Context: an optimization exercise on an open-source flow, tuned for small area, a short achievable clock period and few clock cycles. The choices shown serve that exercise and are no tape-out recipe. Function was checked by simulation only, so behaviour that the tests miss may differ from the original. Power and IR drop assume default switching activity.

==> config.mk <==
export PLATFORM = sky130hd
export DESIGN_NAME = DATAPATH
export DESIGN_NICKNAME = DATAPATH
export VERILOG_FILES = /design/flow/design.v
export SDC_FILE = /design/flow/constraint.sdc
export NUM_CORES = 4
export LEC_CHECK = 0
export ABC_AREA = 1
export CAP_MARGIN = 20
export CORE_MARGIN = 2
export CORE_UTILIZATION = 60
export SLEW_MARGIN = 20
export SYNTH_HIERARCHICAL = 1
export SYNTH_MINIMUM_KEEP_SIZE = 0
==> constraint.sdc <==
create_clock -name core_clock -period 4.0 [get_ports {clk}]
set_input_delay 0.8000 -clock core_clock [delete_from_list [all_inputs] [get_ports {clk}]]
set_output_delay 0.8000 -clock core_clock [all_outputs]
set_load 0.01 [all_outputs]
==> design.v <==
`timescale 1ns / 1ps
module DATAPATH(Product, done, clk, multiplicand, multiplier, start, rst);
output [31:0] Product;
output reg done;
input [16:0] multiplicand;
input [16:0] multiplier;
input clk, start, rst;
wire one1 = multiplier[0] ^ 1'b0;
wire two2 = (multiplier[1] & ~multiplier[0] & ~1'b0) | (~multiplier[1] & multiplier[0] & 1'b0);
wire pp3 = ((one1 & multiplicand[0])) ^ multiplier[1];
wire pp4 = ((one1 & multiplicand[1]) | (two2 & multiplicand[0])) ^ multiplier[1];
wire pp5 = ((one1 & multiplicand[2]) | (two2 & multiplicand[1])) ^ multiplier[1];
wire pp6 = ((one1 & multiplicand[3]) | (two2 & multiplicand[2])) ^ multiplier[1];
wire pp7 = ((one1 & multiplicand[4]) | (two2 & multiplicand[3])) ^ multiplier[1];
wire pp8 = ((one1 & multiplicand[5]) | (two2 & multiplicand[4])) ^ multiplier[1];
wire pp9 = ((one1 & multiplicand[6]) | (two2 & multiplicand[5])) ^ multiplier[1];
wire pp10 = ((one1 & multiplicand[7]) | (two2 & multiplicand[6])) ^ multiplier[1];
wire pp11 = ((one1 & multiplicand[8]) | (two2 & multiplicand[7])) ^ multiplier[1];
wire pp12 = ((one1 & multiplicand[9]) | (two2 & multiplicand[8])) ^ multiplier[1];
wire pp13 = ((one1 & multiplicand[10]) | (two2 & multiplicand[9])) ^ multiplier[1];
wire pp14 = ((one1 & multiplicand[11]) | (two2 & multiplicand[10])) ^ multiplier[1];
wire pp15 = ((one1 & multiplicand[12]) | (two2 & multiplicand[11])) ^ multiplier[1];
wire pp16 = ((one1 & multiplicand[13]) | (two2 & multiplicand[12])) ^ multiplier[1];
wire pp17 = ((one1 & multiplicand[14]) | (two2 & multiplicand[13])) ^ multiplier[1];
wire pp18 = ((one1 & multiplicand[15]) | (two2 & multiplicand[14])) ^ multiplier[1];
wire pp19 = ((two2 & multiplicand[15])) ^ multiplier[1];
wire sn20 = ~multiplier[1];
wire one21 = multiplier[2] ^ multiplier[1];
wire two22 = (multiplier[3] & ~multiplier[2] & ~multiplier[1]) | (~multiplier[3] & multiplier[2] & multiplier[1]);
wire pp23 = ((one21 & multiplicand[0])) ^ multiplier[3];
wire pp24 = ((one21 & multiplicand[1]) | (two22 & multiplicand[0])) ^ multiplier[3];
wire pp25 = ((one21 & multiplicand[2]) | (two22 & multiplicand[1])) ^ multiplier[3];
wire pp26 = ((one21 & multiplicand[3]) | (two22 & multiplicand[2])) ^ multiplier[3];
wire pp27 = ((one21 & multiplicand[4]) | (two22 & multiplicand[3])) ^ multiplier[3];
wire pp28 = ((one21 & multiplicand[5]) | (two22 & multiplicand[4])) ^ multiplier[3];
wire pp29 = ((one21 & multiplicand[6]) | (two22 & multiplicand[5])) ^ multiplier[3];
wire pp30 = ((one21 & multiplicand[7]) | (two22 & multiplicand[6])) ^ multiplier[3];
wire pp31 = ((one21 & multiplicand[8]) | (two22 & multiplicand[7])) ^ multiplier[3];
wire pp32 = ((one21 & multiplicand[9]) | (two22 & multiplicand[8])) ^ multiplier[3];
wire pp33 = ((one21 & multiplicand[10]) | (two22 & multiplicand[9])) ^ multiplier[3];
wire pp34 = ((one21 & multiplicand[11]) | (two22 & multiplicand[10])) ^ multiplier[3];
wire pp35 = ((one21 & multiplicand[12]) | (two22 & multiplicand[11])) ^ multiplier[3];
wire pp36 = ((one21 & multiplicand[13]) | (two22 & multiplicand[12])) ^ multiplier[3];
wire pp37 = ((one21 & multiplicand[14]) | (two22 & multiplicand[13])) ^ multiplier[3];
wire pp38 = ((one21 & multiplicand[15]) | (two22 & multiplicand[14])) ^ multiplier[3];
wire pp39 = ((two22 & multiplicand[15])) ^ multiplier[3];
wire sn40 = ~multiplier[3];
wire one41 = multiplier[4] ^ multiplier[3];
wire two42 = (multiplier[5] & ~multiplier[4] & ~multiplier[3]) | (~multiplier[5] & multiplier[4] & multiplier[3]);
wire pp43 = ((one41 & multiplicand[0])) ^ multiplier[5];
wire pp44 = ((one41 & multiplicand[1]) | (two42 & multiplicand[0])) ^ multiplier[5];
wire pp45 = ((one41 & multiplicand[2]) | (two42 & multiplicand[1])) ^ multiplier[5];
wire pp46 = ((one41 & multiplicand[3]) | (two42 & multiplicand[2])) ^ multiplier[5];
wire pp47 = ((one41 & multiplicand[4]) | (two42 & multiplicand[3])) ^ multiplier[5];
wire pp48 = ((one41 & multiplicand[5]) | (two42 & multiplicand[4])) ^ multiplier[5];
wire pp49 = ((one41 & multiplicand[6]) | (two42 & multiplicand[5])) ^ multiplier[5];
wire pp50 = ((one41 & multiplicand[7]) | (two42 & multiplicand[6])) ^ multiplier[5];
wire pp51 = ((one41 & multiplicand[8]) | (two42 & multiplicand[7])) ^ multiplier[5];
wire pp52 = ((one41 & multiplicand[9]) | (two42 & multiplicand[8])) ^ multiplier[5];
wire pp53 = ((one41 & multiplicand[10]) | (two42 & multiplicand[9])) ^ multiplier[5];
wire pp54 = ((one41 & multiplicand[11]) | (two42 & multiplicand[10])) ^ multiplier[5];
wire pp55 = ((one41 & multiplicand[12]) | (two42 & multiplicand[11])) ^ multiplier[5];
wire pp56 = ((one41 & multiplicand[13]) | (two42 & multiplicand[12])) ^ multiplier[5];
wire pp57 = ((one41 & multiplicand[14]) | (two42 & multiplicand[13])) ^ multiplier[5];
wire pp58 = ((one41 & multiplicand[15]) | (two42 & multiplicand[14])) ^ multiplier[5];
wire pp59 = ((two42 & multiplicand[15])) ^ multiplier[5];
wire sn60 = ~multiplier[5];
wire one61 = multiplier[6] ^ multiplier[5];
wire two62 = (multiplier[7] & ~multiplier[6] & ~multiplier[5]) | (~multiplier[7] & multiplier[6] & multiplier[5]);
wire pp63 = ((one61 & multiplicand[0])) ^ multiplier[7];
wire pp64 = ((one61 & multiplicand[1]) | (two62 & multiplicand[0])) ^ multiplier[7];
wire pp65 = ((one61 & multiplicand[2]) | (two62 & multiplicand[1])) ^ multiplier[7];
wire pp66 = ((one61 & multiplicand[3]) | (two62 & multiplicand[2])) ^ multiplier[7];
wire pp67 = ((one61 & multiplicand[4]) | (two62 & multiplicand[3])) ^ multiplier[7];
wire pp68 = ((one61 & multiplicand[5]) | (two62 & multiplicand[4])) ^ multiplier[7];
wire pp69 = ((one61 & multiplicand[6]) | (two62 & multiplicand[5])) ^ multiplier[7];
wire pp70 = ((one61 & multiplicand[7]) | (two62 & multiplicand[6])) ^ multiplier[7];
wire pp71 = ((one61 & multiplicand[8]) | (two62 & multiplicand[7])) ^ multiplier[7];
wire pp72 = ((one61 & multiplicand[9]) | (two62 & multiplicand[8])) ^ multiplier[7];
wire pp73 = ((one61 & multiplicand[10]) | (two62 & multiplicand[9])) ^ multiplier[7];
wire pp74 = ((one61 & multiplicand[11]) | (two62 & multiplicand[10])) ^ multiplier[7];
wire pp75 = ((one61 & multiplicand[12]) | (two62 & multiplicand[11])) ^ multiplier[7];
wire pp76 = ((one61 & multiplicand[13]) | (two62 & multiplicand[12])) ^ multiplier[7];
wire pp77 = ((one61 & multiplicand[14]) | (two62 & multiplicand[13])) ^ multiplier[7];
wire pp78 = ((one61 & multiplicand[15]) | (two62 & multiplicand[14])) ^ multiplier[7];
wire pp79 = ((two62 & multiplicand[15])) ^ multiplier[7];
wire sn80 = ~multiplier[7];
wire one81 = multiplier[8] ^ multiplier[7];
wire two82 = (multiplier[9] & ~multiplier[8] & ~multiplier[7]) | (~multiplier[9] & multiplier[8] & multiplier[7]);
wire pp83 = ((one81 & multiplicand[0])) ^ multiplier[9];
wire pp84 = ((one81 & multiplicand[1]) | (two82 & multiplicand[0])) ^ multiplier[9];
wire pp85 = ((one81 & multiplicand[2]) | (two82 & multiplicand[1])) ^ multiplier[9];
wire pp86 = ((one81 & multiplicand[3]) | (two82 & multiplicand[2])) ^ multiplier[9];
wire pp87 = ((one81 & multiplicand[4]) | (two82 & multiplicand[3])) ^ multiplier[9];
wire pp88 = ((one81 & multiplicand[5]) | (two82 & multiplicand[4])) ^ multiplier[9];
wire pp89 = ((one81 & multiplicand[6]) | (two82 & multiplicand[5])) ^ multiplier[9];
wire pp90 = ((one81 & multiplicand[7]) | (two82 & multiplicand[6])) ^ multiplier[9];
wire pp91 = ((one81 & multiplicand[8]) | (two82 & multiplicand[7])) ^ multiplier[9];
wire pp92 = ((one81 & multiplicand[9]) | (two82 & multiplicand[8])) ^ multiplier[9];
wire pp93 = ((one81 & multiplicand[10]) | (two82 & multiplicand[9])) ^ multiplier[9];
wire pp94 = ((one81 & multiplicand[11]) | (two82 & multiplicand[10])) ^ multiplier[9];
wire pp95 = ((one81 & multiplicand[12]) | (two82 & multiplicand[11])) ^ multiplier[9];
wire pp96 = ((one81 & multiplicand[13]) | (two82 & multiplicand[12])) ^ multiplier[9];
wire pp97 = ((one81 & multiplicand[14]) | (two82 & multiplicand[13])) ^ multiplier[9];
wire pp98 = ((one81 & multiplicand[15]) | (two82 & multiplicand[14])) ^ multiplier[9];
wire pp99 = ((two82 & multiplicand[15])) ^ multiplier[9];
wire sn100 = ~multiplier[9];
wire one101 = multiplier[10] ^ multiplier[9];
wire two102 = (multiplier[11] & ~multiplier[10] & ~multiplier[9]) | (~multiplier[11] & multiplier[10] & multiplier[9]);
wire pp103 = ((one101 & multiplicand[0])) ^ multiplier[11];
wire pp104 = ((one101 & multiplicand[1]) | (two102 & multiplicand[0])) ^ multiplier[11];
wire pp105 = ((one101 & multiplicand[2]) | (two102 & multiplicand[1])) ^ multiplier[11];
wire pp106 = ((one101 & multiplicand[3]) | (two102 & multiplicand[2])) ^ multiplier[11];
wire pp107 = ((one101 & multiplicand[4]) | (two102 & multiplicand[3])) ^ multiplier[11];
wire pp108 = ((one101 & multiplicand[5]) | (two102 & multiplicand[4])) ^ multiplier[11];
wire pp109 = ((one101 & multiplicand[6]) | (two102 & multiplicand[5])) ^ multiplier[11];
wire pp110 = ((one101 & multiplicand[7]) | (two102 & multiplicand[6])) ^ multiplier[11];
wire pp111 = ((one101 & multiplicand[8]) | (two102 & multiplicand[7])) ^ multiplier[11];
wire pp112 = ((one101 & multiplicand[9]) | (two102 & multiplicand[8])) ^ multiplier[11];
wire pp113 = ((one101 & multiplicand[10]) | (two102 & multiplicand[9])) ^ multiplier[11];
wire pp114 = ((one101 & multiplicand[11]) | (two102 & multiplicand[10])) ^ multiplier[11];
wire pp115 = ((one101 & multiplicand[12]) | (two102 & multiplicand[11])) ^ multiplier[11];
wire pp116 = ((one101 & multiplicand[13]) | (two102 & multiplicand[12])) ^ multiplier[11];
wire pp117 = ((one101 & multiplicand[14]) | (two102 & multiplicand[13])) ^ multiplier[11];
wire pp118 = ((one101 & multiplicand[15]) | (two102 & multiplicand[14])) ^ multiplier[11];
wire pp119 = ((two102 & multiplicand[15])) ^ multiplier[11];
wire sn120 = ~multiplier[11];
wire one121 = multiplier[12] ^ multiplier[11];
wire two122 = (multiplier[13] & ~multiplier[12] & ~multiplier[11]) | (~multiplier[13] & multiplier[12] & multiplier[11]);
wire pp123 = ((one121 & multiplicand[0])) ^ multiplier[13];
wire pp124 = ((one121 & multiplicand[1]) | (two122 & multiplicand[0])) ^ multiplier[13];
wire pp125 = ((one121 & multiplicand[2]) | (two122 & multiplicand[1])) ^ multiplier[13];
wire pp126 = ((one121 & multiplicand[3]) | (two122 & multiplicand[2])) ^ multiplier[13];
wire pp127 = ((one121 & multiplicand[4]) | (two122 & multiplicand[3])) ^ multiplier[13];
wire pp128 = ((one121 & multiplicand[5]) | (two122 & multiplicand[4])) ^ multiplier[13];
wire pp129 = ((one121 & multiplicand[6]) | (two122 & multiplicand[5])) ^ multiplier[13];
wire pp130 = ((one121 & multiplicand[7]) | (two122 & multiplicand[6])) ^ multiplier[13];
wire pp131 = ((one121 & multiplicand[8]) | (two122 & multiplicand[7])) ^ multiplier[13];
wire pp132 = ((one121 & multiplicand[9]) | (two122 & multiplicand[8])) ^ multiplier[13];
wire pp133 = ((one121 & multiplicand[10]) | (two122 & multiplicand[9])) ^ multiplier[13];
wire pp134 = ((one121 & multiplicand[11]) | (two122 & multiplicand[10])) ^ multiplier[13];
wire pp135 = ((one121 & multiplicand[12]) | (two122 & multiplicand[11])) ^ multiplier[13];
wire pp136 = ((one121 & multiplicand[13]) | (two122 & multiplicand[12])) ^ multiplier[13];
wire pp137 = ((one121 & multiplicand[14]) | (two122 & multiplicand[13])) ^ multiplier[13];
wire pp138 = ((one121 & multiplicand[15]) | (two122 & multiplicand[14])) ^ multiplier[13];
wire pp139 = ((two122 & multiplicand[15])) ^ multiplier[13];
wire sn140 = ~multiplier[13];
wire one141 = multiplier[14] ^ multiplier[13];
wire two142 = (multiplier[15] & ~multiplier[14] & ~multiplier[13]) | (~multiplier[15] & multiplier[14] & multiplier[13]);
wire pp143 = ((one141 & multiplicand[0])) ^ multiplier[15];
wire pp144 = ((one141 & multiplicand[1]) | (two142 & multiplicand[0])) ^ multiplier[15];
wire pp145 = ((one141 & multiplicand[2]) | (two142 & multiplicand[1])) ^ multiplier[15];
wire pp146 = ((one141 & multiplicand[3]) | (two142 & multiplicand[2])) ^ multiplier[15];
wire pp147 = ((one141 & multiplicand[4]) | (two142 & multiplicand[3])) ^ multiplier[15];
wire pp148 = ((one141 & multiplicand[5]) | (two142 & multiplicand[4])) ^ multiplier[15];
wire pp149 = ((one141 & multiplicand[6]) | (two142 & multiplicand[5])) ^ multiplier[15];
wire pp150 = ((one141 & multiplicand[7]) | (two142 & multiplicand[6])) ^ multiplier[15];
wire pp151 = ((one141 & multiplicand[8]) | (two142 & multiplicand[7])) ^ multiplier[15];
wire pp152 = ((one141 & multiplicand[9]) | (two142 & multiplicand[8])) ^ multiplier[15];
wire pp153 = ((one141 & multiplicand[10]) | (two142 & multiplicand[9])) ^ multiplier[15];
wire pp154 = ((one141 & multiplicand[11]) | (two142 & multiplicand[10])) ^ multiplier[15];
wire pp155 = ((one141 & multiplicand[12]) | (two142 & multiplicand[11])) ^ multiplier[15];
wire pp156 = ((one141 & multiplicand[13]) | (two142 & multiplicand[12])) ^ multiplier[15];
wire pp157 = ((one141 & multiplicand[14]) | (two142 & multiplicand[13])) ^ multiplier[15];
wire pp158 = ((one141 & multiplicand[15]) | (two142 & multiplicand[14])) ^ multiplier[15];
wire pp159 = ((two142 & multiplicand[15])) ^ multiplier[15];
wire sn160 = ~multiplier[15];
wire pp161 = multiplicand[0] & multiplier[15];
wire pp162 = multiplicand[1] & multiplier[15];
wire pp163 = multiplicand[2] & multiplier[15];
wire pp164 = multiplicand[3] & multiplier[15];
wire pp165 = multiplicand[4] & multiplier[15];
wire pp166 = multiplicand[5] & multiplier[15];
wire pp167 = multiplicand[6] & multiplier[15];
wire pp168 = multiplicand[7] & multiplier[15];
wire pp169 = multiplicand[8] & multiplier[15];
wire pp170 = multiplicand[9] & multiplier[15];
wire pp171 = multiplicand[10] & multiplier[15];
wire pp172 = multiplicand[11] & multiplier[15];
wire pp173 = multiplicand[12] & multiplier[15];
wire pp174 = multiplicand[13] & multiplier[15];
wire pp175 = multiplicand[14] & multiplier[15];
wire pp176 = multiplicand[15] & multiplier[15];
wire s177, c178;
HA2 u_s177 (.a(multiplier[11]), .b(pp13), .s(s177), .co(c178));
wire s179, c180;
HA2 u_s179 (.a(pp14), .b(pp32), .s(s179), .co(c180));
wire s181, c182;
FA3 u_s181 (.a(multiplier[13]), .b(pp15), .c(pp33), .s(s181), .co(c182));
wire s183, c184;
FA3 u_s183 (.a(pp16), .b(pp34), .c(pp52), .s(s183), .co(c184));
wire s185, c186;
FA3 u_s185 (.a(multiplier[15]), .b(pp17), .c(pp35), .s(s185), .co(c186));
wire s187, c188;
HA2 u_s187 (.a(pp53), .b(pp71), .s(s187), .co(c188));
wire s189, c190;
FA3 u_s189 (.a(pp18), .b(pp36), .c(pp54), .s(s189), .co(c190));
wire s191, c192;
HA2 u_s191 (.a(pp72), .b(pp90), .s(s191), .co(c192));
wire s193, c194;
FA3 u_s193 (.a(pp161), .b(pp19), .c(pp37), .s(s193), .co(c194));
wire s195, c196;
FA3 u_s195 (.a(pp55), .b(pp73), .c(pp91), .s(s195), .co(c196));
wire s197, c198;
FA3 u_s197 (.a(multiplier[1]), .b(pp162), .c(pp38), .s(s197), .co(c198));
wire s199, c200;
FA3 u_s199 (.a(pp56), .b(pp74), .c(pp92), .s(s199), .co(c200));
wire s201, c202;
FA3 u_s201 (.a(multiplier[1]), .b(pp163), .c(pp39), .s(s201), .co(c202));
wire s203, c204;
FA3 u_s203 (.a(pp57), .b(pp75), .c(pp93), .s(s203), .co(c204));
wire s205, c206;
FA3 u_s205 (.a(sn20), .b(sn40), .c(pp164), .s(s205), .co(c206));
wire s207, c208;
FA3 u_s207 (.a(pp58), .b(pp76), .c(pp94), .s(s207), .co(c208));
wire s209 = ~(pp165 ^ pp59);
wire c210 = pp165 | pp59;
wire s211, c212;
HA2 u_s211 (.a(pp77), .b(pp95), .s(s211), .co(c212));
wire s213, c214;
FA3 u_s213 (.a(sn60), .b(pp166), .c(pp78), .s(s213), .co(c214));
wire s215 = ~(pp167 ^ pp79);
wire c216 = pp167 | pp79;
wire s217, c218;
HA2 u_s217 (.a(sn80), .b(pp168), .s(s217), .co(c218));
wire s219, c220;
HA2 u_s219 (.a(1'b1), .b(pp169), .s(s219), .co(c220));
wire s221, c222;
HA2 u_s221 (.a(multiplier[7]), .b(pp9), .s(s221), .co(c222));
wire s223, c224;
HA2 u_s223 (.a(pp10), .b(pp28), .s(s223), .co(c224));
wire s225, c226;
FA3 u_s225 (.a(multiplier[9]), .b(pp11), .c(pp29), .s(s225), .co(c226));
wire s227, c228;
FA3 u_s227 (.a(pp12), .b(pp30), .c(pp48), .s(s227), .co(c228));
wire s229, c230;
FA3 u_s229 (.a(pp31), .b(pp49), .c(pp67), .s(s229), .co(c230));
wire s231, c232;
FA3 u_s231 (.a(pp50), .b(pp68), .c(pp86), .s(s231), .co(c232));
wire s233, c234;
FA3 u_s233 (.a(pp51), .b(pp69), .c(pp87), .s(s233), .co(c234));
wire s235, c236;
HA2 u_s235 (.a(pp105), .b(pp123), .s(s235), .co(c236));
wire s237, c238;
FA3 u_s237 (.a(pp70), .b(pp88), .c(pp106), .s(s237), .co(c238));
wire s239, c240;
HA2 u_s239 (.a(pp124), .b(c182), .s(s239), .co(c240));
wire s241, c242;
FA3 u_s241 (.a(pp89), .b(pp107), .c(pp125), .s(s241), .co(c242));
wire s243, c244;
FA3 u_s243 (.a(pp143), .b(s187), .c(c184), .s(s243), .co(c244));
wire s245, c246;
FA3 u_s245 (.a(pp108), .b(pp126), .c(pp144), .s(s245), .co(c246));
wire s247, c248;
FA3 u_s247 (.a(c188), .b(s191), .c(c186), .s(s247), .co(c248));
wire s249, c250;
FA3 u_s249 (.a(pp109), .b(pp127), .c(pp145), .s(s249), .co(c250));
wire s251, c252;
FA3 u_s251 (.a(c192), .b(c190), .c(s193), .s(s251), .co(c252));
wire s253, c254;
FA3 u_s253 (.a(pp110), .b(pp128), .c(pp146), .s(s253), .co(c254));
wire s255, c256;
FA3 u_s255 (.a(c194), .b(c196), .c(s197), .s(s255), .co(c256));
wire s257, c258;
FA3 u_s257 (.a(pp111), .b(pp129), .c(pp147), .s(s257), .co(c258));
wire s259, c260;
FA3 u_s259 (.a(c198), .b(c200), .c(s201), .s(s259), .co(c260));
wire s261, c262;
FA3 u_s261 (.a(pp112), .b(pp130), .c(pp148), .s(s261), .co(c262));
wire s263, c264;
FA3 u_s263 (.a(s205), .b(c202), .c(c204), .s(s263), .co(c264));
wire s265, c266;
FA3 u_s265 (.a(pp113), .b(pp131), .c(pp149), .s(s265), .co(c266));
wire s267, c268;
FA3 u_s267 (.a(c206), .b(s211), .c(c208), .s(s267), .co(c268));
wire s269, c270;
FA3 u_s269 (.a(pp96), .b(pp114), .c(pp132), .s(s269), .co(c270));
wire s271, c272;
FA3 u_s271 (.a(pp150), .b(c212), .c(c210), .s(s271), .co(c272));
wire s273, c274;
FA3 u_s273 (.a(pp97), .b(pp115), .c(pp133), .s(s273), .co(c274));
wire s275, c276;
HA2 u_s275 (.a(pp151), .b(c214), .s(s275), .co(c276));
wire s277, c278;
FA3 u_s277 (.a(s217), .b(pp98), .c(pp116), .s(s277), .co(c278));
wire s279, c280;
HA2 u_s279 (.a(pp134), .b(pp152), .s(s279), .co(c280));
wire s281, c282;
FA3 u_s281 (.a(c218), .b(s219), .c(pp99), .s(s281), .co(c282));
wire s283, c284;
HA2 u_s283 (.a(pp117), .b(pp135), .s(s283), .co(c284));
wire s285, c286;
FA3 u_s285 (.a(sn100), .b(pp170), .c(c220), .s(s285), .co(c286));
wire s287, c288;
HA2 u_s287 (.a(pp118), .b(pp136), .s(s287), .co(c288));
wire s289 = ~(pp171 ^ pp119);
wire c290 = pp171 | pp119;
wire s291, c292;
HA2 u_s291 (.a(sn120), .b(pp172), .s(s291), .co(c292));
wire s293, c294;
HA2 u_s293 (.a(1'b1), .b(pp173), .s(s293), .co(c294));
wire s295, c296;
HA2 u_s295 (.a(multiplier[5]), .b(pp7), .s(s295), .co(c296));
wire s297, c298;
HA2 u_s297 (.a(pp8), .b(pp26), .s(s297), .co(c298));
wire s299, c300;
FA3 u_s299 (.a(pp27), .b(pp45), .c(pp63), .s(s299), .co(c300));
wire s301, c302;
FA3 u_s301 (.a(pp46), .b(pp64), .c(c222), .s(s301), .co(c302));
wire s303, c304;
FA3 u_s303 (.a(pp47), .b(pp65), .c(pp83), .s(s303), .co(c304));
wire s305, c306;
FA3 u_s305 (.a(pp66), .b(pp84), .c(c226), .s(s305), .co(c306));
wire s307, c308;
FA3 u_s307 (.a(pp85), .b(pp103), .c(s177), .s(s307), .co(c308));
wire s309, c310;
FA3 u_s309 (.a(pp104), .b(c178), .c(s179), .s(s309), .co(c310));
wire s311, c312;
FA3 u_s311 (.a(c180), .b(s235), .c(c232), .s(s311), .co(c312));
wire s313, c314;
FA3 u_s313 (.a(c236), .b(c234), .c(s237), .s(s313), .co(c314));
wire s315, c316;
FA3 u_s315 (.a(c238), .b(s241), .c(s185), .s(s315), .co(c316));
wire s317, c318;
FA3 u_s317 (.a(c242), .b(s245), .c(s189), .s(s317), .co(c318));
wire s319, c320;
FA3 u_s319 (.a(c246), .b(s249), .c(s195), .s(s319), .co(c320));
wire s321, c322;
FA3 u_s321 (.a(c250), .b(s253), .c(s199), .s(s321), .co(c322));
wire s323, c324;
FA3 u_s323 (.a(c254), .b(s257), .c(s203), .s(s323), .co(c324));
wire s325, c326;
FA3 u_s325 (.a(c258), .b(s261), .c(s207), .s(s325), .co(c326));
wire s327, c328;
FA3 u_s327 (.a(c262), .b(s265), .c(s209), .s(s327), .co(c328));
wire s329, c330;
FA3 u_s329 (.a(c266), .b(s269), .c(s213), .s(s329), .co(c330));
wire s331, c332;
FA3 u_s331 (.a(c270), .b(s273), .c(s215), .s(s331), .co(c332));
wire s333, c334;
FA3 u_s333 (.a(s279), .b(c216), .c(c274), .s(s333), .co(c334));
wire s335, c336;
FA3 u_s335 (.a(pp153), .b(c280), .c(s283), .s(s335), .co(c336));
wire s337, c338;
FA3 u_s337 (.a(pp154), .b(c284), .c(s287), .s(s337), .co(c338));
wire s339, c340;
FA3 u_s339 (.a(pp137), .b(pp155), .c(c288), .s(s339), .co(c340));
wire s341, c342;
FA3 u_s341 (.a(s291), .b(pp138), .c(pp156), .s(s341), .co(c342));
wire s343, c344;
FA3 u_s343 (.a(c292), .b(s293), .c(pp139), .s(s343), .co(c344));
wire s345, c346;
FA3 u_s345 (.a(sn140), .b(pp174), .c(c294), .s(s345), .co(c346));
wire s347, c348;
HA2 u_s347 (.a(1'b1), .b(pp175), .s(s347), .co(c348));
wire s349, c350;
HA2 u_s349 (.a(multiplier[3]), .b(pp5), .s(s349), .co(c350));
wire s351, c352;
HA2 u_s351 (.a(pp6), .b(pp24), .s(s351), .co(c352));
wire s353, c354;
FA3 u_s353 (.a(pp25), .b(pp43), .c(s295), .s(s353), .co(c354));
wire s355, c356;
FA3 u_s355 (.a(pp44), .b(c296), .c(s297), .s(s355), .co(c356));
wire s357, c358;
FA3 u_s357 (.a(c298), .b(s221), .c(s299), .s(s357), .co(c358));
wire s359, c360;
FA3 u_s359 (.a(s223), .b(c300), .c(s301), .s(s359), .co(c360));
wire s361, c362;
FA3 u_s361 (.a(c224), .b(s303), .c(s225), .s(s361), .co(c362));
wire s363, c364;
FA3 u_s363 (.a(c304), .b(s227), .c(s305), .s(s363), .co(c364));
wire s365, c366;
FA3 u_s365 (.a(c228), .b(s229), .c(s307), .s(s365), .co(c366));
wire s367, c368;
FA3 u_s367 (.a(c230), .b(s231), .c(c308), .s(s367), .co(c368));
wire s369, c370;
FA3 u_s369 (.a(s233), .b(s181), .c(c310), .s(s369), .co(c370));
wire s371, c372;
FA3 u_s371 (.a(s183), .b(s239), .c(c312), .s(s371), .co(c372));
wire s373, c374;
FA3 u_s373 (.a(c240), .b(c314), .c(s243), .s(s373), .co(c374));
wire s375, c376;
FA3 u_s375 (.a(c244), .b(c316), .c(s247), .s(s375), .co(c376));
wire s377, c378;
FA3 u_s377 (.a(c248), .b(c318), .c(s319), .s(s377), .co(c378));
wire s379, c380;
FA3 u_s379 (.a(c252), .b(c320), .c(s321), .s(s379), .co(c380));
wire s381, c382;
FA3 u_s381 (.a(c256), .b(c322), .c(s323), .s(s381), .co(c382));
wire s383, c384;
FA3 u_s383 (.a(c260), .b(c324), .c(s263), .s(s383), .co(c384));
wire s385, c386;
FA3 u_s385 (.a(c264), .b(c326), .c(s267), .s(s385), .co(c386));
wire s387, c388;
FA3 u_s387 (.a(c268), .b(c328), .c(s271), .s(s387), .co(c388));
wire s389, c390;
FA3 u_s389 (.a(s275), .b(c272), .c(c330), .s(s389), .co(c390));
wire s391, c392;
FA3 u_s391 (.a(s277), .b(c276), .c(c332), .s(s391), .co(c392));
wire s393, c394;
FA3 u_s393 (.a(c278), .b(s281), .c(s335), .s(s393), .co(c394));
wire s395, c396;
FA3 u_s395 (.a(s285), .b(c282), .c(c336), .s(s395), .co(c396));
wire s397, c398;
FA3 u_s397 (.a(c286), .b(s289), .c(c338), .s(s397), .co(c398));
wire s399, c400;
FA3 u_s399 (.a(c290), .b(s341), .c(c340), .s(s399), .co(c400));
wire s401, c402;
FA3 u_s401 (.a(pp157), .b(c342), .c(s343), .s(s401), .co(c402));
wire s403, c404;
FA3 u_s403 (.a(pp158), .b(s345), .c(c344), .s(s403), .co(c404));
wire s405, c406;
FA3 u_s405 (.a(s347), .b(pp159), .c(c346), .s(s405), .co(c406));
wire s407, c408;
FA3 u_s407 (.a(sn160), .b(pp176), .c(c348), .s(s407), .co(c408));
wire s409, c410;
HA2 u_s409 (.a(c302), .b(s361), .s(s409), .co(c410));
wire s411, c412;
HA2 u_s411 (.a(c362), .b(c410), .s(s411), .co(c412));
wire s413, c414;
FA3 u_s413 (.a(c306), .b(s365), .c(c364), .s(s413), .co(c414));
wire s415, c416;
FA3 u_s415 (.a(s309), .b(s367), .c(c366), .s(s415), .co(c416));
wire s417, c418;
FA3 u_s417 (.a(s311), .b(c368), .c(s369), .s(s417), .co(c418));
wire s419, c420;
FA3 u_s419 (.a(s313), .b(c370), .c(s371), .s(s419), .co(c420));
wire s421, c422;
FA3 u_s421 (.a(s315), .b(c372), .c(s373), .s(s421), .co(c422));
wire s423, c424;
FA3 u_s423 (.a(s317), .b(c374), .c(s375), .s(s423), .co(c424));
wire s425, c426;
FA3 u_s425 (.a(s251), .b(c376), .c(s377), .s(s425), .co(c426));
wire s427, c428;
FA3 u_s427 (.a(s255), .b(c378), .c(s379), .s(s427), .co(c428));
wire s429, c430;
FA3 u_s429 (.a(s259), .b(c380), .c(s381), .s(s429), .co(c430));
wire s431, c432;
FA3 u_s431 (.a(s325), .b(c382), .c(s383), .s(s431), .co(c432));
wire s433, c434;
FA3 u_s433 (.a(s327), .b(c384), .c(s385), .s(s433), .co(c434));
wire s435, c436;
FA3 u_s435 (.a(s329), .b(c386), .c(s387), .s(s435), .co(c436));
wire s437, c438;
FA3 u_s437 (.a(s331), .b(c388), .c(s389), .s(s437), .co(c438));
wire s439, c440;
FA3 u_s439 (.a(s333), .b(c390), .c(s391), .s(s439), .co(c440));
wire s441, c442;
FA3 u_s441 (.a(c334), .b(s393), .c(c392), .s(s441), .co(c442));
wire s443, c444;
FA3 u_s443 (.a(s337), .b(s395), .c(c394), .s(s443), .co(c444));
wire s445, c446;
FA3 u_s445 (.a(s339), .b(c396), .c(s397), .s(s445), .co(c446));
wire s447, c448;
HA2 u_s447 (.a(c398), .b(s399), .s(s447), .co(c448));
wire s449, c450;
HA2 u_s449 (.a(s401), .b(c400), .s(s449), .co(c450));
wire s451, c452;
HA2 u_s451 (.a(c402), .b(s403), .s(s451), .co(c452));
wire s453, c454;
HA2 u_s453 (.a(s405), .b(c404), .s(s453), .co(c454));
wire s455, c456;
HA2 u_s455 (.a(s407), .b(c406), .s(s455), .co(c456));
wire [31:0] row_s = {s455, s453, s451, s449, s447, c444, s443, s441, c438, c436, c434, c432, c430, c428, c426, c424, c422, c420, c418, c416, s415, c412, s363, c360, c358, c356, c354, c352, c350, pp23, pp4, multiplier[1]};
wire [31:0] row_c = {c454, c452, c450, c448, c446, s445, c442, c440, s439, s437, s435, s433, s431, s429, s427, s425, s423, s421, s419, s417, c414, s413, s411, s409, s359, s357, s355, s353, s351, s349, 1'b0, pp3};
reg [31:0] acc_s, acc_c;
always @(posedge clk)
 if (start) begin
  acc_s <= row_s;
  acc_c <= row_c;
 end
assign Product = acc_s + acc_c;
always @(posedge clk)
 if (rst)
  done <= 1'b0;
 else
  done <= start;
endmodule
module FA3(a, b, c, s, co);
input a, b, c;
output s, co;
assign s = a ^ b ^ c;
assign co = (a & b) | (a & c) | (b & c);
endmodule
module HA2(a, b, s, co);
input a, b;
output s, co;
assign s = a ^ b;
assign co = a & b;
endmodule
==> run.sh <==
#!/bin/bash
# synth_recipe.tcl (not shown) runs the flow's synth.tcl, then flattens the netlist and writes it again
# the make line also repeats each setting of config.mk as NAME=value (left out here)
make -C /OpenROAD-flow-scripts/flow DESIGN_CONFIG=/design/flow/config.mk WORK_HOME=/design/flow/orfs CLKGATE_MAP_FILE= SYNTH_SCRIPT=/design/flow/synth_recipe.tcl finish
==> summary.txt, run 1 <==
Power
  – Static leakage: 6.004 nW
  – Power, Total: 0.008639 W
  – Total power density per cell area: around 700 mW/mm^2
  – Worst VDD drop: roughly 0.66 mV

Clocking
  – H-tree depth: 3
  – Clock Pin Slew Worst Setup and Hold Paths: approximately 0.050 ns
  – Number of buffers added to fix hold violations after cts: 0
  – Clock Root Buffer: clkbuf_16
  – Maximum count of clock buffers along a single path: 2
  – Clock tree from TritonCTS: yes
  – Num CTS Buffers: 9
  – Clock Sink Count: 64

Detailed routing
  – # DRC: 0
  – Post-detailed-route via-to-cell ratio: roughly 5.5
  – Vias post-DR: approximately 8300
  – Average routed wire per standard cell: roughly 17 um
  – Sum of routed wire length over all layers: ~26000 um
  – Number of antenna-violating nets in the routed design: 0
  – TritonRoute pass-1 iters: 5
  – Starting DRC count in detailed routing: around 470

STA
  – Final setup violation count: 0
  – Worst slew margin relative to its limit: 0.6018
  – Minimum period implied by the final worst setup slack: between 3 and 4 ns
  – Total Negative Setup Slacks: 0 ns
  – Peak Freq: 253.3 MHz
  – Post-route setup slack: roughly 0.053 ns
  – Transition at the pin with the smallest max-transition slack: around 0.60 ns
  – Share of the clock period used by the worst path after layout: 0.9869
  – Pins over their slew limit: 0
  – Setup repair after global routing missed its margin: yes
  – Final hold violation count: 0

Floorplanning
  – Area of the die: 0.01774 sq mm
  – Height of the chip: ~130 um
  – Starting Density: 0.6082
  – Die X: about 130 um
  – Area inside the core boundary: between 0.015 and 0.02 sq mm
  – FP Rows: between 40 and 50
  – Number of ports placed on the die boundary: 70

Placement
  – Post-Place Worst Slack: -0.4256 ns
  – Area after detailed placement: 0.01163 sq mm
  – Hpwl dp: 20830 um
  – GPL Wtd Cong: just over 0.9
  – Port bufs: 67

Cells and area
  – Cell area after layout: approximately 0.012 sq mm
  – # fillers: roughly 1300
  – Fraction of final layout cells sized beyond drive strength 1: 0.2166
  – Number of inserted diodes: 0
  – P&R area growth vs syn: 23.53%
  – Total area of sequential cells: approximately 0.0019 sq mm
  – Final layout net count: 1496
  – Final core utilization: 0.7513
  – Multi-input gate area: 0.007361 sq mm

Synth
  – Synth warnings: 7
  – Synthesized netlist cell count: between 1000 and 1500
  – Share of synthesized area occupied by flip-flops and latches: 0.1909
  – Mean area per synthesized cell: a little under 9 sq um
  – Post-synth design cell area: 0.01001 sq mm
  – Number of different library cells in the post-synthesis netlist: 32
  – Number of flip-flops and latches in the synthesized netlist: 64

Worst hold path
  – End point of the worst hold path: done$_SDFF_PP0_
  – Worst min-delay path category: input pin to register
  – Hold path depth: 2
  – Critical hold path startpoint: rst

Flow run
  – Number of max-capacitance violations reported: 0

Critical path
  – Kind of critical path: input pin to register
  – Crit path required time: ~4.0 ns
  – Worst-path fanout max: 6
  – Arrival time at the worst endpoint: between 3 and 4 ns
  – Endpoint class of the critical path: register
  – Startpoint type of the worst setup path: input pin

Outcome
  – Run status: finished clean

Global routing
  – Antenna violations before repair: 0
  – Global-route usage over all layers: 0.3028
  – First-pass GRT wire length: 41780 um
  – Pin count of the biggest net entering global routing: 30
  – Vias in the first global route: between 8000 and 9000
  – Grt ovf: 0
## per-layer routing
layer / GRT usage / up-vias / part of all wire
met5: 0 / - / 0
met4: 0.1259 / 0 / 0.033
met2: 0.5058 / 277 / 0.49
met1: 0.4010 / 3983 / 0.43
li1: - / 3947 / -
met3: 0.04072 / 59 / 0.052
## repair_timing
action | in CTS | in global routing
cloned | 0 | 0
pin swaps | 1 | 22
gates resized for setup | 4 | 57
setup endpoints to repair | 10 | 24
buffers inserted | 0 | 17
## per-stage QoR
step,instances,hold WS (ns)
floorplan,1125,0.8712
global placement,1480,1.322
detailed placement,1480,1.343
CTS,1496,0.9999
global route,1513,1.027
finish,1513,1.010
## Yosys stat by module (local to each module, per instance)
module / cell area, sq um / copies in the design
DATAPATH: 7490 / 1
HA2: 12.51 / 29
FA3: 20.02 / 108
## cell type report
cell class                 count  area share
timing repair buffer         203      0.1498
sequential                    64      0.1545
inverter                     162     0.05037
clock buffer                  11     0.01962
clock inverter                 5    0.008395
multi-input combinational    848      0.5950
tap                          220     0.02225
## sequential cells by signal, indices dropped and copies added (netlist names)
signal  cells
done        1
acc_c      31
acc_s      32
## worst max-delay path, cell delays in order
cell and delay [ns]:
clkdlybuf4s50_1 0.52, nand2_1 0.11, nor2_2 0.17, a21oi_4 0.07, o22ai_1 0.15, xor2_1 0.23, fa_1 0.47, fa_1 0.42
fa_1 0.58, fa_1 0.47
## power by group
group          switching [W]  internal (W)  total (W)
clock network       0.000268      0.000625   0.000892
registers          0.0000924       0.00125    0.00134
logic                0.00356       0.00285    0.00641
## cell usage after synthesis, drive strengths merged
cell | number | area share
nand2 | 272 | 0.10
inv | 161 | 0.060
xor2 | 143 | 0.13
o22ai | 120 | 0.12
fa | 108 | 0.22
edfxtp | 63 | 0.19
ha | 63 | 0.079
nor2 | 62 | 0.027
buf | 48 | 0.031
nand3 | 28 | 0.014
a21oi | 27 | 0.019
o21ai | 8 | 0.0040
nand4 | 5 | 0.0031
nor3 | 4 | 0.0020
clkbuf | 3 | 0.0011
o21bai | 2 | 0.0015
a21o | 1 | 0.00075
clkinv | 1 | 0.00037
conb | 1 | 0.00037
dfxtp | 1 | 0.0020
or2 | 1 | 0.00063
xnor2 | 1 | 0.00087
## cells in the final DEF, fill, tap and decap left out, types with 6 or more instances in the layout
cell             netlist  final
o21ai_0                8      8
xor2_2                 0      7
buf_4                 13    120
dlymetal6s2s_1         0     11
xor2_1               143    136
a21oi_1               21     21
edfxtp_1              63     63
clkdlybuf4s50_1        0     52
o22ai_1               50     46
buf_12                 0     10
nor2_1                50     50
inv_1                155    151
inv_2                  6      6
nand2_1              264    259
clkbuf_16              0      9
nand2_2                8      9
o22ai_2               70     70
nand3_1               28     28
ha_1                  63     63
nor2_4                 1      7
fa_1                 108    103
## cell families after synthesis
family,after synthesis,synth area share
adders and majority gates,171,0.2946
and+or+nand+nor,372,0.1504
buffers and inverters,213,0.09333
DFF,64,0.1909
other,1,0.0003745
AOI/OAI and AO/OA,158,0.1444
xor gates and xnor gates,144,0.1259
## how the worst max path moves through the flow
stage	startpoint	to	slack, ns	depth (start not counted)
floorplan	multiplier[11]	acc_c[16]$_DFFE_PP_	0.26	9
global placement	multiplier[11]	acc_c[18]$_DFFE_PP_	-0.40	11
detailed placement	multiplier[11]	acc_c[18]$_DFFE_PP_	-0.43	11
CTS	multiplier[13]	acc_c[17]$_DFFE_PP_	0.01	11
global route	multiplier[11]	acc_c[21]$_DFFE_PP_	-0.03	12
finish	multiplier[2]	acc_c[18]$_DFFE_PP_	0.05	10
Testbench counts, summed over its fixed seeds: cycles 2,400.
==> run 2, diff against run 1 <==
==> flow/run.sh (new file) <==
#!/bin/bash
# Standard layout, with plain buffers (instead of delay buffers) on the ports.
set -euo pipefail
export BUFFER_PORTS_ARGS="-buffer_cell sky130_fd_sc_hd__buf_2"
bash standard.sh > standard.log 2>&1
==> standard.sh (new file) <==
#!/bin/bash
# synth_recipe.tcl (not shown) runs the flow's synth.tcl, then flattens the netlist and writes it again
# the make line also repeats each setting of config.mk as NAME=value (left out here)
make -C /OpenROAD-flow-scripts/flow DESIGN_CONFIG=/design/flow/config.mk WORK_HOME=/design/flow/orfs CLKGATE_MAP_FILE= SYNTH_SCRIPT=/design/flow/synth_recipe.tcl "${@:-finish}"
removed: run.sh
==> summary.txt, run 2 <==
Cells and area
  – # fillers: approximately 1400
  – Fraction of final layout cells sized beyond drive strength 1: 0.2044
  – Final core utilization: 0.6816
  – Register name with the most flops: acc_s
  – Leading cell types in the layout, fill and taps excluded: 264 x nand2_1, 155 x inv_1, 143 x xor2_1
  – Leading registers by flop count: acc_s: 32 flops, acc_c: 31 flops, done: 1 flops
  – Number of inserted diodes: 0
  – P&R area growth vs syn: 12.07%
  – Most common library cell in the layout ignoring fill and taps: nand2_1
  – Number of flip-flops in the largest register: 32
  – Final layout net count: approximately 1400

Floorplanning
  – Height of the chip: 133.2 um
  – Area of the die: 0.01774 sq mm
  – FP Rows: 47
  – Number of ports placed on the die boundary: 70
  – Area inside the core boundary: 0.01647 sq mm
  – Starting Density: 0.6082
  – Die X: 133.2 um

Placement
  – Port bufs: 67
  – GPL Wtd Cong: approximately 0.88
  – Hpwl dp: roughly 20000 um
  – Post-Place Worst Slack: -0.2458 ns

Power
  – Worst VDD drop: slightly above 0.6 mV
  – Total power density per cell area: ~700 mW/mm^2
  – Static leakage: approximately 5.5 nW

Detailed routing
  – Post-detailed-route via-to-cell ratio: 5.460
  – Average routed wire per standard cell: 17.16 um
  – # DRC: 0
  – TritonRoute pass-1 iters: 5
  – Vias post-DR: 7879
  – Sum of routed wire length over all layers: around 25000 um
  – Number of antenna-violating nets in the routed design: 0
  – Starting DRC count in detailed routing: 520

Flow run
  – Number of max-capacitance violations reported: 0

Worst hold path
  – Critical hold path startpoint: rst
  – Hold path depth: 2
  – Worst min-delay path category: input pin to register

STA
  – Final hold violation count: 0
  – Final setup violation count: 0
  – Worst slew margin relative to its limit: 0.5008
  – Peak Freq: about 260 MHz
  – Pins over their slew limit: 0
  – Post-route setup slack: 0.2041 ns
  – Setup repair after global routing missed its margin: no
  – Minimum period implied by the final worst setup slack: ~3.8 ns
  – Transition at the pin with the smallest max-transition slack: roughly 0.75 ns
  – Share of the clock period used by the worst path after layout: 0.9490

Clocking
  – Num CTS Buffers: 9
  – Clock Pin Slew Worst Setup and Hold Paths: roughly 0.050 ns
  – Clock Root Buffer: clkbuf_16
  – Post CTS Setup Buffer Count: 0
  – Number of buffers added to fix hold violations after cts: 0
  – Clock tree from TritonCTS: yes
  – Maximum count of clock buffers along a single path: 2
  – H-tree depth: 3
  – Clock Sink Count: 64

Global routing
  – Grt ovf: 0
  – First-pass GRT wire length: about 40000 um
  – Global-route usage over all layers: 0.2899
  – Vias in the first global route: around 7600
  – Antenna violations before repair: 0
  – Pin count of the biggest net entering global routing: 36

Synth
  – Share of Yosys cell area claimed by the top area cell type: 0.2159
  – Number of flip-flops and latches in the synthesized netlist: 64
  – Share of synthesized area occupied by flip-flops and latches: 0.1909
  – Post-synth design cell area: around 0.01 sq mm
  – Most instantiated cells after synthesis: 264 x nand2_1, 155 x inv_1, 143 x xor2_1, 108 x fa_1, 70 x o22ai_2
  – Synth warnings: 7
  – Number of different library cells in the post-synthesis netlist: 32
  – Number of enable-type register cells in the synthesized netlist: between 60 and 70
  – Synthesized netlist cell count: 1123
  – Dominant cell by count in the synthesized netlist: nand2_1
  – Post-synth top area cell: fa_1
  – Async SR Flop Fraction: 0
  – Leading post-synthesis cells by cell area: fa_1 22%, edfxtp_1 19%, xor2_1 13%
  – Synth Flop Type: edfxtp_1
  – Mean area per synthesized cell: just under 9 sq um

Critical path
  – Startpoint type of the worst setup path: input pin
  – Source of the critical timing path: multiplier[11]
  – Largest stage delay, worst path: approximately 0.57 ns
  – Arrival time at the worst endpoint: just under 4 ns
  – Endpoint class of the critical path: register
  – Cell type group with the largest total delay on the critical path: adder cells
  – Logic depth of the worst path, buffers included: 11
  – Worst path cell trace: buf_2, buf_4, nor2_2, a21oi_4, buf_12, o22ai_2, xor2_1, fa_1, fa_1, fa_1, fa_1
  – Crit path buffers/inverters: 3
  – Worst-path fanout max: 17
  – Kind of critical path: input pin to register
  – Slowest stage cell on the critical path: fa_1
  – Library cell appearing most often on the critical path: fa_1
  – Crit path required time: 4.06 ns

Outcome
  – Run status: finished clean
run 2: cell count changes in the layout (fill, tap and decap cells not counted), sizes merged, moves of 3 or more:
cell and delta:
buf -4, dlymetal6s2s -11, bufinv -3, clkdlybuf4s50 -52, inv +4
run 2: modules after synthesis (local to each module, per instance):
module | cell area, sq um | copies in the design
HA2 | 12.51 | 29
FA3 | 20.02 | 108
DATAPATH | 7490 | 1
run 2: stage by stage:
step	cell area, sq um	hold slack [ns]	TNS, ns	cells	power [W]
2_1_floorplan	10020	0.8712	0	1125	0.005187
3_3_place_gp	10940	0.9553	-2.656	1427	0.006791
3_5_place_dp	10940	0.9603	-3.689	1427	0.006932
4_1_cts	11220	0.6161	0	1443	0.007673
5_1_grt	11220	0.6267	0	1443	0.008516
6_report	11220	0.6239	0	1443	0.007668
run 2: cells by family after synthesis:
| logic type | count (synthesis) | synth area share |
|---|---|---|
| AND/OR/NAND/NOR | 372 | 0.1504 |
| buffers and inverters | 213 | 0.09333 |
| adder cells (fa/ha/maj) | 171 | 0.2946 |
| AO/OA/AOI/OAI | 158 | 0.1444 |
| XOR/XNOR | 144 | 0.1259 |
| flip-flops | 64 | 0.1909 |
| other | 1 | 0.0003745 |
run 2: area by class of cell:
| cell class | instances | area (sq um) | area share |
|---|---|---|---|
| clock buffer | 11 | 242.7 | 0.02163 |
| sequential | 64 | 1912 | 0.1703 |
| multi-input combinational | 848 | 7183 | 0.6400 |
| clock inverter | 5 | 33.78 | 0.003010 |
| timing repair buffer | 133 | 968.4 | 0.08629 |
| tap | 220 | 275.3 | 0.02453 |
| inverter | 162 | 608.1 | 0.05418 |
run 2: worst paths after layout:
| kind | end | slack, ns |
|---|---|---|
| hold / removal | done$_SDFF_PP0_ | 0.62 |
| setup / recovery | acc_c[16]$_DFFE_PP_ | 0.20 |
run 2: power breakdown:
group | internal, W | leakage [nW] | switching [W]
sequential | 0.00125 | 0.623 | 0.0000899
clock | 0.000434 | 0.132 | 0.000267
combinational | 0.00224 | 4.77 | 0.00339
run 2: repair_timing:
| item | 4_1_cts | 5_1_grt |
|---|---|---|
| endpoints found under the hold margin | 0 | 0 |
| gates resized for setup | 0 | 1 |
| setup endpoints to repair | 0 | 4 |
run 2: metal layers:
metal | up-vias | global-route usage | share of wire | wire [um]
li1 | 3814 | - | - | -
met3 | 26 | 0.04033 | 0.061 | 1519
met5 | - | 0 | 0 | 0
met4 | 0 | 0.05792 | 0.013 | 322
met1 | 3788 | 0.4300 | 0.48 | 11830
met2 | 251 | 0.4603 | 0.45 | 11090
==> run 3, diff against run 2 <==
--- a/design.v
+++ b/design.v
@@ -469,7 +469,214 @@
   acc_s <= row_s;
   acc_c <= row_c;
  end
-assign Product = acc_s + acc_c;
+wire g457, p458;
+HA2 u_g457 (.a(acc_s[0]), .b(acc_c[0]), .s(p458), .co(g457));
+wire g459, p460;
+HA2 u_g459 (.a(acc_s[2]), .b(acc_c[2]), .s(p460), .co(g459));
+wire g461, p462;
+HA2 u_g461 (.a(acc_s[3]), .b(acc_c[3]), .s(p462), .co(g461));
+wire g463, p464;
+HA2 u_g463 (.a(acc_s[4]), .b(acc_c[4]), .s(p464), .co(g463));
+wire g465, p466;
+HA2 u_g465 (.a(acc_s[5]), .b(acc_c[5]), .s(p466), .co(g465));
+wire g467, p468;
+HA2 u_g467 (.a(acc_s[6]), .b(acc_c[6]), .s(p468), .co(g467));
+wire g469, p470;
+HA2 u_g469 (.a(acc_s[7]), .b(acc_c[7]), .s(p470), .co(g469));
+wire g471, p472;
+HA2 u_g471 (.a(acc_s[8]), .b(acc_c[8]), .s(p472), .co(g471));
+wire g473, p474;
+HA2 u_g473 (.a(acc_s[9]), .b(acc_c[9]), .s(p474), .co(g473));
+wire g475, p476;
+HA2 u_g475 (.a(acc_s[10]), .b(acc_c[10]), .s(p476), .co(g475));
+wire g477, p478;
+HA2 u_g477 (.a(acc_s[11]), .b(acc_c[11]), .s(p478), .co(g477));
+wire g479, p480;
+HA2 u_g479 (.a(acc_s[12]), .b(acc_c[12]), .s(p480), .co(g479));
+wire g481, p482;
+HA2 u_g481 (.a(acc_s[13]), .b(acc_c[13]), .s(p482), .co(g481));
+wire g483, p484;
+HA2 u_g483 (.a(acc_s[14]), .b(acc_c[14]), .s(p484), .co(g483));
+wire g485, p486;
+HA2 u_g485 (.a(acc_s[15]), .b(acc_c[15]), .s(p486), .co(g485));
+wire g487, p488;
+HA2 u_g487 (.a(acc_s[16]), .b(acc_c[16]), .s(p488), .co(g487));
+wire g489, p490;
+HA2 u_g489 (.a(acc_s[17]), .b(acc_c[17]), .s(p490), .co(g489));
+wire g491, p492;
+HA2 u_g491 (.a(acc_s[18]), .b(acc_c[18]), .s(p492), .co(g491));
+wire g493, p494;
+HA2 u_g493 (.a(acc_s[19]), .b(acc_c[19]), .s(p494), .co(g493));
+wire g495, p496;
+HA2 u_g495 (.a(acc_s[20]), .b(acc_c[20]), .s(p496), .co(g495));
+wire g497, p498;
+HA2 u_g497 (.a(acc_s[21]), .b(acc_c[21]), .s(p498), .co(g497));
+wire g499, p500;
+HA2 u_g499 (.a(acc_s[22]), .b(acc_c[22]), .s(p500), .co(g499));
+wire g501, p502;
+HA2 u_g501 (.a(acc_s[23]), .b(acc_c[23]), .s(p502), .co(g501));
+wire g503, p504;
+HA2 u_g503 (.a(acc_s[24]), .b(acc_c[24]), .s(p504), .co(g503));
+wire g505, p506;
+HA2 u_g505 (.a(acc_s[25]), .b(acc_c[25]), .s(p506), .co(g505));
+wire g507, p508;
+HA2 u_g507 (.a(acc_s[26]), .b(acc_c[26]), .s(p508), .co(g507));
+wire g509, p510;
+HA2 u_g509 (.a(acc_s[27]), .b(acc_c[27]), .s(p510), .co(g509));
+wire g511, p512;
+HA2 u_g511 (.a(acc_s[28]), .b(acc_c[28]), .s(p512), .co(g511));
+wire g513, p514;
+HA2 u_g513 (.a(acc_s[29]), .b(acc_c[29]), .s(p514), .co(g513));
+wire g515, p516;
+HA2 u_g515 (.a(acc_s[30]), .b(acc_c[30]), .s(p516), .co(g515));
+wire g517, p518;
+HA2 u_g517 (.a(acc_s[31]), .b(acc_c[31]), .s(p518), .co(g517));
+wire q519 = acc_s[1] & g457;
+wire q520 = acc_s[1] & p458;
+wire q521 = (p462 & g459) | g461;
+wire q522 = p462 & p460;
+wire q523 = (p466 & g463) | g465;
+wire q524 = p466 & p464;
+wire q525 = (p470 & g467) | g469;
+wire q526 = p470 & p468;
+wire q527 = (p474 & g471) | g473;
+wire q528 = p474 & p472;
+wire q529 = (p478 & g475) | g477;
+wire q530 = p478 & p476;
+wire q531 = (p482 & g479) | g481;
+wire q532 = p482 & p480;
+wire q533 = (p486 & g483) | g485;
+wire q534 = p486 & p484;
+wire q535 = (p490 & g487) | g489;
+wire q536 = p490 & p488;
+wire q537 = (p494 & g491) | g493;
+wire q538 = p494 & p492;
+wire q539 = (p498 & g495) | g497;
+wire q540 = p498 & p496;
+wire q541 = (p502 & g499) | g501;
+wire q542 = p502 & p500;
+wire q543 = (p506 & g503) | g505;
+wire q544 = p506 & p504;
+wire q545 = (p510 & g507) | g509;
+wire q546 = p510 & p508;
+wire q547 = (p514 & g511) | g513;
+wire q548 = p514 & p512;
+wire q549 = (p518 & g515) | g517;
+wire q550 = p518 & p516;
+wire q551 = (q522 & q519) | q521;
+wire q552 = q522 & q520;
+wire q553 = (q526 & q523) | q525;
+wire q554 = q526 & q524;
+wire q555 = (q530 & q527) | q529;
+wire q556 = q530 & q528;
+wire q557 = (q534 & q531) | q533;
+wire q558 = q534 & q532;
+wire q559 = (q538 & q535) | q537;
+wire q560 = q538 & q536;
+wire q561 = (q542 & q539) | q541;
+wire q562 = q542 & q540;
+wire q563 = (q546 & q543) | q545;
+wire q564 = q546 & q544;
+wire q565 = (q550 & q547) | q549;
+wire q566 = q550 & q548;
+wire q567 = (q554 & q551) | q553;
+wire q568 = q554 & q552;
+wire q569 = (q558 & q555) | q557;
+wire q570 = q558 & q556;
+wire q571 = (q562 & q559) | q561;
+wire q572 = q562 & q560;
+wire q573 = (q566 & q563) | q565;
+wire q574 = q566 & q564;
+wire q575 = (q570 & q567) | q569;
+wire q576 = q570 & q568;
+wire q577 = (q574 & q571) | q573;
+wire q578 = q574 & q572;
+wire q579 = (q578 & q575) | q577;
+wire q580 = q578 & q576;
+wire q581 = (q572 & q575) | q571;
+wire q582 = q572 & q576;
+wire q583 = (q556 & q567) | q555;
+wire q584 = q556 & q568;
+wire q585 = (q560 & q575) | q559;
+wire q586 = q560 & q576;
+wire q587 = (q564 & q581) | q563;
+wire q588 = q564 & q582;
+wire q589 = (q524 & q551) | q523;
+wire q590 = q524 & q552;
+wire q591 = (q528 & q567) | q527;
+wire q592 = q528 & q568;
+wire q593 = (q532 & q583) | q531;
+wire q594 = q532 & q584;
+wire q595 = (q536 & q575) | q535;
+wire q596 = q536 & q576;
+wire q597 = (q540 & q585) | q539;
+wire q598 = q540 & q586;
+wire q599 = (q544 & q581) | q543;
+wire q600 = q544 & q582;
+wire q601 = (q548 & q587) | q547;
+wire q602 = q548 & q588;
+wire q603 = (p460 & q519) | g459;
+wire q604 = p460 & q520;
+wire q605 = (p464 & q551) | g463;
+wire q606 = p464 & q552;
+wire q607 = (p468 & q589) | g467;
+wire q608 = p468 & q590;
+wire q609 = (p472 & q567) | g471;
+wire q610 = p472 & q568;
+wire q611 = (p476 & q591) | g475;
+wire q612 = p476 & q592;
+wire q613 = (p480 & q583) | g479;
+wire q614 = p480 & q584;
+wire q615 = (p484 & q593) | g483;
+wire q616 = p484 & q594;
+wire q617 = (p488 & q575) | g487;
+wire q618 = p488 & q576;
+wire q619 = (p492 & q595) | g491;
+wire q620 = p492 & q596;
+wire q621 = (p496 & q585) | g495;
+wire q622 = p496 & q586;
+wire q623 = (p500 & q597) | g499;
+wire q624 = p500 & q598;
+wire q625 = (p504 & q581) | g503;
+wire q626 = p504 & q582;
+wire q627 = (p508 & q599) | g507;
+wire q628 = p508 & q600;
+wire q629 = (p512 & q587) | g511;
+wire q630 = p512 & q588;
+wire q631 = (p516 & q601) | g515;
+wire q632 = p516 & q602;
+wire q633 = acc_s[1] ^ g457;
+wire q634 = p460 ^ q519;
+wire q635 = p462 ^ q603;
+wire q636 = p464 ^ q551;
+wire q637 = p466 ^ q605;
+wire q638 = p468 ^ q589;
+wire q639 = p470 ^ q607;
+wire q640 = p472 ^ q567;
+wire q641 = p474 ^ q609;
+wire q642 = p476 ^ q591;
+wire q643 = p478 ^ q611;
+wire q644 = p480 ^ q583;
+wire q645 = p482 ^ q613;
+wire q646 = p484 ^ q593;
+wire q647 = p486 ^ q615;
+wire q648 = p488 ^ q575;
+wire q649 = p490 ^ q617;
+wire q650 = p492 ^ q595;
+wire q651 = p494 ^ q619;
+wire q652 = p496 ^ q585;
+wire q653 = p498 ^ q621;
+wire q654 = p500 ^ q597;
+wire q655 = p502 ^ q623;
+wire q656 = p504 ^ q581;
+wire q657 = p506 ^ q625;
+wire q658 = p508 ^ q599;
+wire q659 = p510 ^ q627;
+wire q660 = p512 ^ q587;
+wire q661 = p514 ^ q629;
+wire q662 = p516 ^ q601;
+wire q663 = p518 ^ q631;
+assign Product = {q663, q662, q661, q660, q659, q658, q657, q656, q655, q654, q653, q652, q651, q650, q649, q648, q647, q646, q645, q644, q643, q642, q641, q640, q639, q638, q637, q636, q635, q634, q633, p458};
 always @(posedge clk)
  if (rst)
   done <= 1'b0;
@@ -482,6 +689,16 @@
 assign s = a ^ b ^ c;
 assign co = (a & b) | (a & c) | (b & c);
 endmodule
+module BSEL(one, two, neg, a0, a1, pp);
+input one, two, neg, a0, a1;
+output pp;
+assign pp = ((one & a0) | (two & a1)) ^ neg;
+endmodule
+module AO21(a, b, c, y);
+input a, b, c;
+output y;
+assign y = (a & b) | c;
+endmodule
 module HA2(a, b, s, co);
 input a, b;
 output s, co;
--- a/config.mk
+++ b/config.mk
@@ -8,7 +8,7 @@
 export ABC_AREA = 1
 export CAP_MARGIN = 20
 export CORE_MARGIN = 2
-export CORE_UTILIZATION = 60
+export CORE_UTILIZATION = 70
 export SLEW_MARGIN = 20
 export SYNTH_HIERARCHICAL = 1
 export SYNTH_MINIMUM_KEEP_SIZE = 0
==> summary.txt, run 3 <==
Worst hold path
  – Critical hold path startpoint: rst
  – Worst min-delay path category: input pin to register

STA
  – Pins over their slew limit: 0
  – Final setup violation count: 0
  – Worst slew margin relative to its limit: 0.5244
  – Final hold violation count: 0
  – Hold slack final: 0.6088 ns
  – Setup repair after global routing missed its margin: no
  – Peak Freq: ~260 MHz
  – Share of the clock period used by the worst path after layout: 0.9522
  – Total Negative Setup Slacks: 0 ns
  – Transition at the pin with the smallest max-transition slack: 0.7134 ns
  – Minimum period implied by the final worst setup slack: approximately 3.8 ns

Critical path
  – Arrival time at the worst endpoint: 3.89 ns
  – Endpoint class of the critical path: register
  – Kind of critical path: input pin to register
  – Startpoint type of the worst setup path: input pin
  – Crit path required time: just over 4 ns
  – Source of the critical timing path: multiplier[9]
  – Worst-path fanout max: 13

Outcome
  – Run status: finished clean

Placement
  – Hpwl dp: 16700 um
  – Area after detailed placement: 0.009266 sq mm
  – Port bufs: 67
  – GPL Wtd Cong: about 0.97

Floorplanning
  – Height of the chip: ~120 um
  – Starting Density: 0.7211
  – Die X: roughly 120 um
  – Area of the die: 0.01339 sq mm
  – Area inside the core boundary: roughly 0.012 sq mm
  – Number of ports placed on the die boundary: 70
  – FP Rows: 40

Cells and area
  – Total area of sequential cells: approximately 0.0019 sq mm
  – Register name with the most flops: acc_s
  – # fillers: 832
  – Most common library cell in the layout ignoring fill and taps: xor2_1
  – Multi-input gate area: 0.006005 sq mm
  – Number of inserted diodes: 0
  – Leading cell types in the layout, fill and taps excluded: 129 x xor2_1, 116 x o22ai_1, 108 x fa_1
  – Number of flip-flops in the largest register: 32
  – Leading registers by flop count: acc_s: 32 flops, acc_c: 31 flops, done: 1 flops
  – Final layout net count: between 1000 and 1500
  – Fraction of final layout cells sized beyond drive strength 1: 0.1938
  – Cell area after layout: around 0.0096 sq mm
  – P&R area growth vs syn: 9.685%

Synth
  – Number of different library cells in the post-synthesis netlist: 36
  – Post-synth top area cell: fa_1
  – Share of Yosys cell area claimed by the top area cell type: 0.2476
  – Mean area per synthesized cell: about 10 sq um
  – Post-synth design cell area: slightly below 0.009 sq mm
  – Most instantiated cells after synthesis: 129 x xor2_1, 116 x o22ai_1, 108 x fa_1, 79 x ha_1, 70 x nand2_1
  – Dominant cell by count in the synthesized netlist: xor2_1
  – Synthesized netlist cell count: approximately 840
  – Leading post-synthesis cells by cell area: fa_1 25%, edfxtp_1 22%, xor2_1 13%
  – Synth warnings: 7
  – Number of enable-type register cells in the synthesized netlist: 63
  – Number of flip-flops and latches in the synthesized netlist: 64
  – Synth Flop Type: edfxtp_1
  – Async SR Flop Fraction: 0
  – Share of synthesized area occupied by flip-flops and latches: 0.2189

Clocking
  – Maximum count of clock buffers along a single path: 2
  – Clock Pin Slew Worst Setup and Hold Paths: ~0.050 ns
  – Number of buffers added to fix hold violations after cts: 0
  – H-tree depth: 3
  – Clock tree from TritonCTS: yes
  – Number of instances resized during post-cts repair: 0
  – Clock Sink Count: between 60 and 70
  – Clock Root Buffer: clkbuf_16
  – Num CTS Buffers: 9
  – Post CTS Setup Buffer Count: 0

Detailed routing
  – Number of antenna-violating nets in the routed design: 0
  – # DRC: 0
  – Average routed wire per standard cell: 20.13 um
  – TritonRoute pass-1 iters: 5
  – Sum of routed wire length over all layers: 21460 um
  – Post-detailed-route via-to-cell ratio: ~6
  – Starting DRC count in detailed routing: between 500 and 600
  – Vias post-DR: ~6300

Flow run
  – Number of max-capacitance violations reported: 0

Power
  – Total power density per cell area: 678.4 mW/mm^2
  – Worst VDD drop: roughly 0.5 mV
  – Static leakage: between 4 and 5 nW

Global routing
  – First-pass GRT wire length: ~34000 um
  – Vias in the first global route: approximately 6600
  – Pin count of the biggest net entering global routing: 34
  – Global-route usage over all layers: 0.3374
  – Antenna violations before repair: 0
  – Grt ovf: 0
-- run 3: cell types whose count changed in the layout (fill, tap and decap cells not counted), sizes merged, moves of 14 or more --
cell | previous run | this run
xor2 | 143 | 129
ha | 63 | 79
nand2 | 272 | 77
nor2 | 62 | 40
inv | 161 | 73
nand3 | 28 | 10
-- run 3: power breakdown --
| part | leakage, nW | internal, W | switching, W | total (W) |
|---|---|---|---|---|
| Clock | 0.146 | 0.000542 | 0.000297 | 0.000839 |
| Combinational | 3.61 | 0.00192 | 0.00240 | 0.00432 |
| Sequential | 0.623 | 0.00124 | 0.0000920 | 0.00134 |
-- run 3: worst max-delay path, cell delays in order --
cell and delay (ns):
buf_2 0.13, nor2_1 0.14, nand2_1 0.09, o21ai_1 0.08, inv_1 0.22, buf_4 0.23, o22ai_1 0.16, xor2_1 0.21
fa_1 0.47, fa_1 0.41, fa_1 0.54, fa_1 0.40
-- run 3: layout make-up --
class / count / share of cell area
inverters: 75 / 0.02939
repair buffers: 125 / 0.08960
clock buffers: 10 / 0.02390
clock inverters: 6 / 0.008751
multi-input cells: 618 / 0.6268
flip-flops and latches: 64 / 0.1996
well taps: 168 / 0.02194
-- run 3: worst paths after layout --
check                             end  slack (ns)  cells past startpoint
setup / recovery  acc_c[14]$_DFFE_PP_        0.19                     12
hold / removal        done$_SDFF_PP0_        0.61                      2
-- run 3: routing by layer --
metal / vias to the layer above / GRT usage / part of all wire
met1: 3111 / 0.4384 / 0.41
met4: 0 / 0.1198 / 0.024
li1: 2918 / - / -
met2: 274 / 0.5778 / 0.50
met3: 38 / 0.05544 / 0.069
met5: - / 0 / 0
-- run 3: Yosys stat by module (local to each module, per instance) --
module    copies in the design  flip-flops and latches
DATAPATH                     1                      64
FA3                        108                       0
HA2                         60                       0
-- run 3: kinds of logic after synthesis --
group / synth area share
flops: 0.2189
xor+xnor: 0.1434
other cells: 0.0004294
fa+ha+maj: 0.3607
compound gates: 0.1159
buf+inv: 0.09441
simple gates: 0.06619
-- run 3: metrics by stage --
stage,instances,setup slack (ns),total power (W),util
4_1_cts,1066,0.2405,0.006530,0.7909
3_3_place_gp,1050,-0.003034,0.005335,0.7651
6_report,1066,0.1911,0.006498,0.7909
5_1_grt,1066,0.06544,0.007123,0.7909
2_1_floorplan,840,0.2217,0.004957,-
3_5_place_dp,1050,-0.07583,0.005656,0.7651
Testbench counts of run 3, summed over its fixed seeds: cycles 2,400.

-- afterwards: timing with drivers on the ports --
Ports are ideal in the flow. The routed layouts listed here were re-timed in OpenROAD.
Step 1: set_driving_cell puts a clkbuf_16 on clk and a buf_2 on each other input, an assumption about the parent block.
Step 2 also shifts input and output timing later by t, the mid clock arrival at the registers, as if the neighbouring blocks saw the same clock.
Slacks: no drivers / after step 1 / after step 2; pairs: no drivers / after step 1.
run | t, ns | setup WS [ns] | latest minus earliest clock arrival (ns)
run 1 | 0.363 | 0.053 / 0.052 / -0.311 | 0.008 / 0.008
run 2 | 0.358 | 0.204 / 0.217 / -0.142 | 0.005 / 0.005
run 3 | 0.381 | 0.191 / 0.210 / -0.171 | 0.008 / 0.008
Met with ideal ports but missed after step 2: setup timing in every run listed. For run 1, which loses most, drivers alone change the setup slack by -0.001 ns; drivers and shift together by -0.364 ns.
